From an optimization exercise on the open Yosys and OpenROAD flow, aimed at small area, a short achievable clock period and few clock cycles per item; shortcuts taken in it are not production practice.
Only simulation tests tie the RTL to the original design; equivalence was not proved.
Power is estimated from default activity; no workload was simulated.

v45:
==> flow/design.v (excerpt) <==
module cubroot_add_system (
    input clk_i,
    input rst_i,
    input start_i,
    input [7:0] a_bi,
    input [7:0] b_bi,
    output busy_o,
    output reg [15:0] result
);
export LEC_CHECK = 0
export CAP_MARGIN = 20
export CORE_AREA = 2 2 60 60
export CTS_BUF_LIST = sky130_fd_sc_hd__clkbuf_4
export DIE_AREA = 0 0 62 62
export PLACE_DENSITY = 0.5
export SETUP_SLACK_MARGIN = 2.1
export SLEW_MARGIN = 20
create_clock -name core_clock -period 5.0 [get_ports {clk_i}]
standard.sh (not shown) runs the stock make flow with config.mk's settings and CLKGATE_MAP_FILE= SYNTH_SCRIPT=/design/flow/synth_recipe.tcl, a recipe that flattens the netlist after the stock synthesis.
==> flow/flow/run.sh <==
#!/bin/bash
# The standard layout (standard.sh) with three changes:
#  - synthesis leaves full and half adders as plain logic for ABC (no adder
#    cells from ADDER_MAP_FILE),
#  - the final ABC mapping runs flow/abc.script when that file exists,
#  - every port is buffered by sky130_fd_sc_hd__buf_1.
# Each tool's output goes to the ORFS logs under orfs/logs; make's own output
# goes to standard.log here.
set -euo pipefail
here=$(pwd)
export ADDER_MAP_FILE=
export BUFFER_PORTS_ARGS="-buffer_cell sky130_fd_sc_hd__buf_1"
export FLOW_SYNTH_TCL="$here/synth_recipe.tcl"
if [[ -f "$here/flow/abc.script" ]]; then
  export MY_ABC_SCRIPT="$here/flow/abc.script"
  sed "s#SYNTH_SCRIPT=[^ ]*#SYNTH_SCRIPT=$here/flow/synth.tcl#" standard.sh > my_standard.sh
else
  cp standard.sh my_standard.sh
fi
bash my_standard.sh > standard.log 2>&1
==> flow/flow/abc.script <==
strash
 dch
 map -B 0.5 -G 120
 topo
 stime -c
 buffer -c
 upsize -c
 dnsize -c
==> flow/flow/synth.tcl <==
# The standard flow's synthesis script (synth_recipe.tcl, unchanged) with the final ABC
# mapping run on MY_ABC_SCRIPT instead of ORFS's abc_speed/abc_area script.
proc abc {args} {
  set i [lsearch -exact $args -script]
  if {$i >= 0} { lset args [expr {$i + 1}] $::env(MY_ABC_SCRIPT) }
  yosys abc {*}$args
}
source $::env(FLOW_SYNTH_TCL)
Testbench counts of v45, summed over its fixed seeds: cycles 2,048, items 2,048.
What v33 does differently from v45 at the input level:
- clearing PLACE_DENSITY, which used to be 0.5
- clearing DIE_AREA, which used to be 0 0 62 62
- putting CORE_UTILIZATION at 60 where nothing was set
- putting CORE_MARGIN at 2 where nothing was set
- clearing CORE_AREA, which used to be 2 2 60 60
- swapping 2.1 for 2.0 in SETUP_SLACK_MARGIN
- putting ABC_AREA at 1 where nothing was set
removed: flow/flow/abc.script
Results
Re synthesized cell area: v33 is about 4% up on v45.
Going from v45 to v33, the routing usage on met1 was found to have gone up by 2.2 points.
Compared with v45, v33 is more frugal on power.
Status | v33 and v45 | clean
Measured against each other, v33 and v45 differ in sequential share of layout area, the lower figure coming from v33.
Top achievable clock speed delta (v33 − v45): unfavourable
Number of stages on the worst setup path for v33: 1 up relative to v45
Input changes introduced in v44 (baseline for comparison: v33):
- CORE_AREA now 2 2 60 60, previously not set
- ABC_AREA no longer set, was 1
- PLACE_DENSITY now 0.5, previously not set
- DIE_AREA now 0 0 62 62, previously not set
- CORE_UTILIZATION no longer set, was 60
- CORE_MARGIN no longer set, was 2
- SETUP_SLACK_MARGIN now 2.2, was 2.0
==> flow/flow/abc.script (new file) <==
strash
dch
map -B 0.5 -G 120
topo
stime -c
Notes after the runs:
- v33 -> v44: routed length on met2 increased slightly
- Looking at effective utilization at floorplan, v44 sits 17 points below v33.
- [v44] number of inserted filler cells in the final layout rose 49 relative to v33
- Initial antenna violation count came out exactly the same in v44 and v33.
- [v44] time the final worst path needs with I/O delays and setup fell 0.14 ns relative to v33
- Lower wire length after detailed routing goes to v33 over v44.
- Diff v33 -> v44 | non-clock buffer count | up by more than 10%
- Comparing area of the die for v44 and v33, the bigger number came from v44.
- Core utilization of the finished layout | v44 below v33
## Diff of input files: v7 against v44
- changing SETUP_SLACK_MARGIN from 2.2 to 2.4
- setting CORE_MARGIN to 2 for the first time
- setting ABC_AREA to 1 for the first time
- removing CORE_AREA (formerly 2 2 60 60)
- removing DIE_AREA (formerly 0 0 62 62)
- setting CORE_UTILIZATION to 60 for the first time
- removing PLACE_DENSITY (formerly 0.5)
removed: flow/flow/abc.script
Global-route usage: v7 and v44 compared, higher one is v7
Worst slack at placement (v7 over v44): increase, 0.27 ns
Portion of total power attributed to sequential cells in v7 is 0.2 points above v44.
v44 → v7: power decreased by 0.0042 mW relative to the old numbers; first-iteration DRC count decreased by 26 relative to the old numbers.
v7 vs v44 — complex-gate fraction of the synthesized area dropped 2.3 points.
For the last weighted congestion value of the routability-driven placer, v7 came in about 8% higher than v44 did.

Another version of the RTL of cubroot_add_system (not shown whole).
For scale: roughly 16 flip-flops, about 36 I/O pins, roughly 1700 µm² of cells after synthesis.
==> flow/config.mk <==
export PLATFORM = sky130hd
export DESIGN_NAME = cubroot_add_system
export DESIGN_NICKNAME = cubroot_add_system
export VERILOG_FILES = /design/flow/design.v
export SDC_FILE = /design/flow/constraint.sdc
export NUM_CORES = 4
export LEC_CHECK = 0
export ABC_AREA = 0
export CAP_MARGIN = 20
export CORE_MARGIN = 2
export CORE_UTILIZATION = 40
export SETUP_SLACK_MARGIN = 1.5
export SLEW_MARGIN = 20
==> flow/constraint.sdc <==
create_clock -name core_clock -period 5.0 [get_ports {clk_i}]
set_input_delay 1.0000 -clock core_clock [delete_from_list [all_inputs] [get_ports {clk_i}]]
set_output_delay 1.0000 -clock core_clock [all_outputs]
set_load 0.01 [all_outputs]
==> flow/flow/run.sh <==
#!/bin/bash
# The standard layout with two changes: synthesis leaves full and half adders
# as plain logic for ABC (no adder cells), and every port is buffered by
# sky130_fd_sc_hd__buf_1.
set -euo pipefail
export ADDER_MAP_FILE=
export BUFFER_PORTS_ARGS="-buffer_cell sky130_fd_sc_hd__buf_1"
bash standard.sh > standard.log 2>&1
Testbench counts at the start, summed over its fixed seeds: cycles 2,048, items 2,048.
==> next run, changes <==
- ABC_AREA: 0 -> 1
- sequential share of layout area decreases by 2.7 points
- total power climbs by 9.7%
- wire length rose by 6.9%
- worst hold slack barely changes
- design area rises by 12%
- non-clock buffer count decreases by 2
- die area climbs by 11%
==> next run, changes <==
- SETUP_SLACK_MARGIN: 1.5 -> 2.2
The changed run finished clean.
Sequential share of layout area came out lower by 0.27 points.
Die area is unchanged.
Power increases by 0.58%.
Setup slack is better by 0.21 ns.
Critical path depth stays the same.
Combinational power barely changes.
Synthesized area stays the same.
First-iteration DRC count is lower by 14%.
Global-route usage does not change.
==> next run, changes <==
==> flow/flow/run.sh (replaced) <==
#!/bin/bash
# The standard layout (standard.sh) with three changes:
#  - synthesis leaves full and half adders as plain logic for ABC (no adder
#    cells from ADDER_MAP_FILE),
#  - the final ABC mapping runs flow/abc.script when that file exists,
#  - every port is buffered by sky130_fd_sc_hd__buf_1.
# Each tool's output goes to the ORFS logs under orfs/logs; make's own output
# goes to standard.log here.
set -euo pipefail
here=$(pwd)
export ADDER_MAP_FILE=
export BUFFER_PORTS_ARGS="-buffer_cell sky130_fd_sc_hd__buf_1"
export FLOW_SYNTH_TCL="$here/synth_recipe.tcl"
if [[ -f "$here/flow/abc.script" ]]; then
  export MY_ABC_SCRIPT="$here/flow/abc.script"
  sed "s#SYNTH_SCRIPT=[^ ]*#SYNTH_SCRIPT=$here/flow/synth.tcl#" standard.sh > my_standard.sh
else
  cp standard.sh my_standard.sh
fi
bash my_standard.sh > standard.log 2>&1
==> flow/flow/synth.tcl (new file) <==
# The standard flow's synthesis script (synth_recipe.tcl, unchanged) with the final ABC
# mapping run on MY_ABC_SCRIPT instead of ORFS's abc_speed/abc_area script.
proc abc {args} {
  set i [lsearch -exact $args -script]
  if {$i >= 0} { lset args [expr {$i + 1}] $::env(MY_ABC_SCRIPT) }
  yosys abc {*}$args
}
source $::env(FLOW_SYNTH_TCL)
- CORE_UTILIZATION: 40 -> 60
- CTS_BUF_LIST: unset -> sky130_fd_sc_hd__clkbuf_4
Global-route usage rose by 6.4 points.
Worst hold slack is worse by 0.055 ns.
Setup slack is better by 0.059 ns.
Core utilization rose by 23 points.
Routed wire length fell by about 6%.
Via count fell by 0.72%.
Total power fell by about 6%.
Sequential cell count is unchanged.
Die area fell by 32%.
==> next run, changes <==
==> flow/flow/run.sh (replaced) <==
#!/bin/bash
# The standard layout, with every port buffered by sky130_fd_sc_hd__buf_1.
set -euo pipefail
export BUFFER_PORTS_ARGS="-buffer_cell sky130_fd_sc_hd__buf_1"
bash standard.sh > standard.log 2>&1
- ABC_AREA: 1 -> unset
- CORE_UTILIZATION: 60 -> 40
- CTS_BUF_LIST: sky130_fd_sc_hd__clkbuf_4 -> unset
- SETUP_SLACK_MARGIN: 2.2 -> 2.0
removed: flow/flow/synth.tcl
- cell area went up by 10%
- worst setup slack gets worse by 0.51 ns
- via count shrinks by 21%
- global-route usage goes down by 6.5 points
- die area climbs by 31%
- total power came out higher by 20%
- maximum frequency falls by 17%
- wire length rises by 0.53%
==> next run, changes <==
- SETUP_SLACK_MARGIN: 2.0 -> 1.5
The new run ran to the end with no violations.
Worst setup slack got worse by 0.29 ns.
Wire length falls by about 20%.
Sequential share of layout area rises by 4.0 points.
First-iteration DRC count falls by 59%.
Via count falls by about 7%.
Cell area falls by 16%.
Utilization falls by 9.0 points.
Power falls by about 13%.
Synthesized cell count stays the same.

RTL: one of the versions met above, not the one the previous note started from.
Size in the first run: roughly 240 cells after synthesis, ~16 flip-flops, roughly 36 I/O pins.
clock: 5.0 ns
lec_check: 0
cap_margin: 20
core_area: 2 2 60 60
cts_buf_list: sky130_fd_sc_hd__clkbuf_2
die_area: 0 0 62 62
setup_slack_margin: 2.2
slew_margin: 20
==> flow/flow/run.sh <==
#!/bin/bash
# The standard layout (standard.sh) with three changes:
#  - synthesis leaves full and half adders as plain logic for ABC (no adder
#    cells from ADDER_MAP_FILE),
#  - the final ABC mapping runs flow/abc.script when that file exists,
#  - every port is buffered by sky130_fd_sc_hd__buf_1.
# Each tool's output goes to the ORFS logs under orfs/logs; make's own output
# goes to standard.log here.
set -euo pipefail
here=$(pwd)
export ADDER_MAP_FILE=
export BUFFER_PORTS_ARGS="-buffer_cell sky130_fd_sc_hd__buf_1"
export FLOW_SYNTH_TCL="$here/synth_recipe.tcl"
if [[ -f "$here/flow/abc.script" ]]; then
  export MY_ABC_SCRIPT="$here/flow/abc.script"
  sed "s#SYNTH_SCRIPT=[^ ]*#SYNTH_SCRIPT=$here/flow/synth.tcl#" standard.sh > my_standard.sh
else
  cp standard.sh my_standard.sh
fi
bash my_standard.sh > standard.log 2>&1
==> flow/flow/abc.script <==
strash
 dch
 map -B 0.5 -G 120
 topo
 stime -c
 buffer -c
 upsize -c
 dnsize -c
==> flow/flow/synth.tcl <==
# The standard flow's synthesis script (synth_recipe.tcl, unchanged) with the final ABC
# mapping run on MY_ABC_SCRIPT instead of ORFS's abc_speed/abc_area script.
proc abc {args} {
  set i [lsearch -exact $args -script]
  if {$i >= 0} { lset args [expr {$i + 1}] $::env(MY_ABC_SCRIPT) }
  yosys abc {*}$args
}
source $::env(FLOW_SYNTH_TCL)
Testbench counts at the start, summed over its fixed seeds: cycles 2,048, items 2,048.
==> next run, changes <==
Settings changed: ABC_AREA from default to 1, CTS_BUF_LIST sky130_fd_sc_hd__clkbuf_2 to sky130_fd_sc_hd__clkbuf_4, TNS_END_PERCENT from default to 0.
removed: flow/flow/abc.script
=>
- non-clock buffer count came out higher by 1
- total power increases by 4.0%
- area after synthesis went up by 3.9%
- first-iteration DRC count goes up by 130%
==> next run, changes <==
==> flow/flow/abc.script (new file) <==
strash
 dch
 map -D 1600
 topo
 stime -c
 buffer -c
 upsize -D 1600
 dnsize -D 1600
Settings changed: ABC_AREA 1 to default, CORE_AREA 2 2 60 60 to default, CORE_MARGIN from default to 2, CORE_UTILIZATION from default to 40, CTS_BUF_LIST sky130_fd_sc_hd__clkbuf_4 to default, DIE_AREA 0 0 62 62 to default, TNS_END_PERCENT 0 to default.
What happened: The new run completed with no timing, DRC or antenna violations; first-iteration DRC count rose by about 26%; synthesized area drops by about 10%; clock power rose by about 43%; die area grows by about 10%; synthesized cell count fell by about 21%; hold slack gains 0.016 ns; utilization rises by 7.1 points; setup slack loses 0.39 ns; final cell count falls by 5.7%; fmax decreases by 13%; global-route usage grows by 2.0 points.
==> next run, changes <==
==> flow/flow/abc.script (replaced) <==
strash
 dch
 map -B 0.3 -G 150
 topo
 stime -c
 buffer -c
 upsize -c
 dnsize -c
Settings changed: CORE_AREA from default to 2 2 60 60, CORE_MARGIN 2 to default, CORE_UTILIZATION 40 to default, CTS_BUF_LIST from default to sky130_fd_sc_hd__clkbuf_4, DIE_AREA from default to 0 0 62 62, PLACE_DENSITY from default to 0.5.
What happened: The changed run produced a clean layout; global-route usage went down by 1.5 points; synthesized area went up by 8.5%; final cell count went down by 0.63%; setup slack improved by 0.40 ns; design area went down by 19%; clock-buffer cell count stays the same; core utilization went down by 7.0 points; clock power went down by 34%; die area went down by 9.5%.

-- separate check: timing with driven ports --
In the flow no input, the clock included, has a driving cell. The finished layouts below were timed again as built, in two steps.
Step 1: set_driving_cell puts a clkbuf_16 on clk_i and a buf_2 on each other input, an assumption about the parent block.
Step 2, shift: input delay + t, output delay - t, t = (earliest + latest rising clock arrival at the registers) / 2. This alone moves slack from input paths to output paths.
a / b / c = ideal / step 1 / step 2; a / b = the first two.
| run | t (ns) | setup WS [ns] | clock arrival spread, ns | worst register clock-pin slew, ns |
|---|---|---|---|---|
| v45 | 0.293 | 2.377 / 2.375 / 2.082 | 0.002 / 0.001 | 0.08 / 0.08 |
| v33 | 0.303 | 2.276 / 2.274 / 1.970 | 0.002 / 0.001 | 0.08 / 0.08 |
| v44 | 0.292 | 2.414 / 2.409 / 2.117 | 0.004 / 0.004 | 0.08 / 0.08 |
| v7 | 0.291 | 2.516 / 2.511 / 2.220 | 0.004 / 0.004 | 0.08 / 0.08 |
| the first run of note 2 | 0.263 | 1.667 / 1.673 / 1.410 | 0.002 / 0.002 | 0.06 / 0.06 |
| the second run of note 2 | 0.265 | 2.209 / 2.210 / 1.946 | 0.001 / 0.001 | 0.05 / 0.05 |
| the third run of note 2 | 0.265 | 2.422 / 2.423 / 2.158 | 0.001 / 0.001 | 0.05 / 0.05 |
| the fourth run of note 2 | 0.305 | 2.481 / 2.480 / 2.175 | 0.005 / 0.004 | 0.09 / 0.09 |
| the fifth run of note 2 | 0.265 | 1.968 / 1.953 / 1.688 | 0.002 / 0.002 | 0.06 / 0.06 |
| the sixth run of note 2 | 0.266 | 1.682 / 1.683 / 1.418 | 0.001 / 0.001 | 0.05 / 0.05 |
| the first run of note 3 | 0.275 | 2.403 / 2.401 / 2.127 | 0.005 / 0.005 | 0.12 / 0.12 |
| the second run of note 3 | 0.304 | 2.421 / 2.422 / 2.117 | 0.007 / 0.007 | 0.09 / 0.09 |
| the third run of note 3 | 0.271 | 2.036 / 2.003 / 1.732 | 0.004 / 0.004 | 0.06 / 0.06 |
| the fourth run of note 3 | 0.289 | 2.437 / 2.434 / 2.145 | 0.008 / 0.008 | 0.09 / 0.09 |
After both steps setup and hold are still met in every run listed.
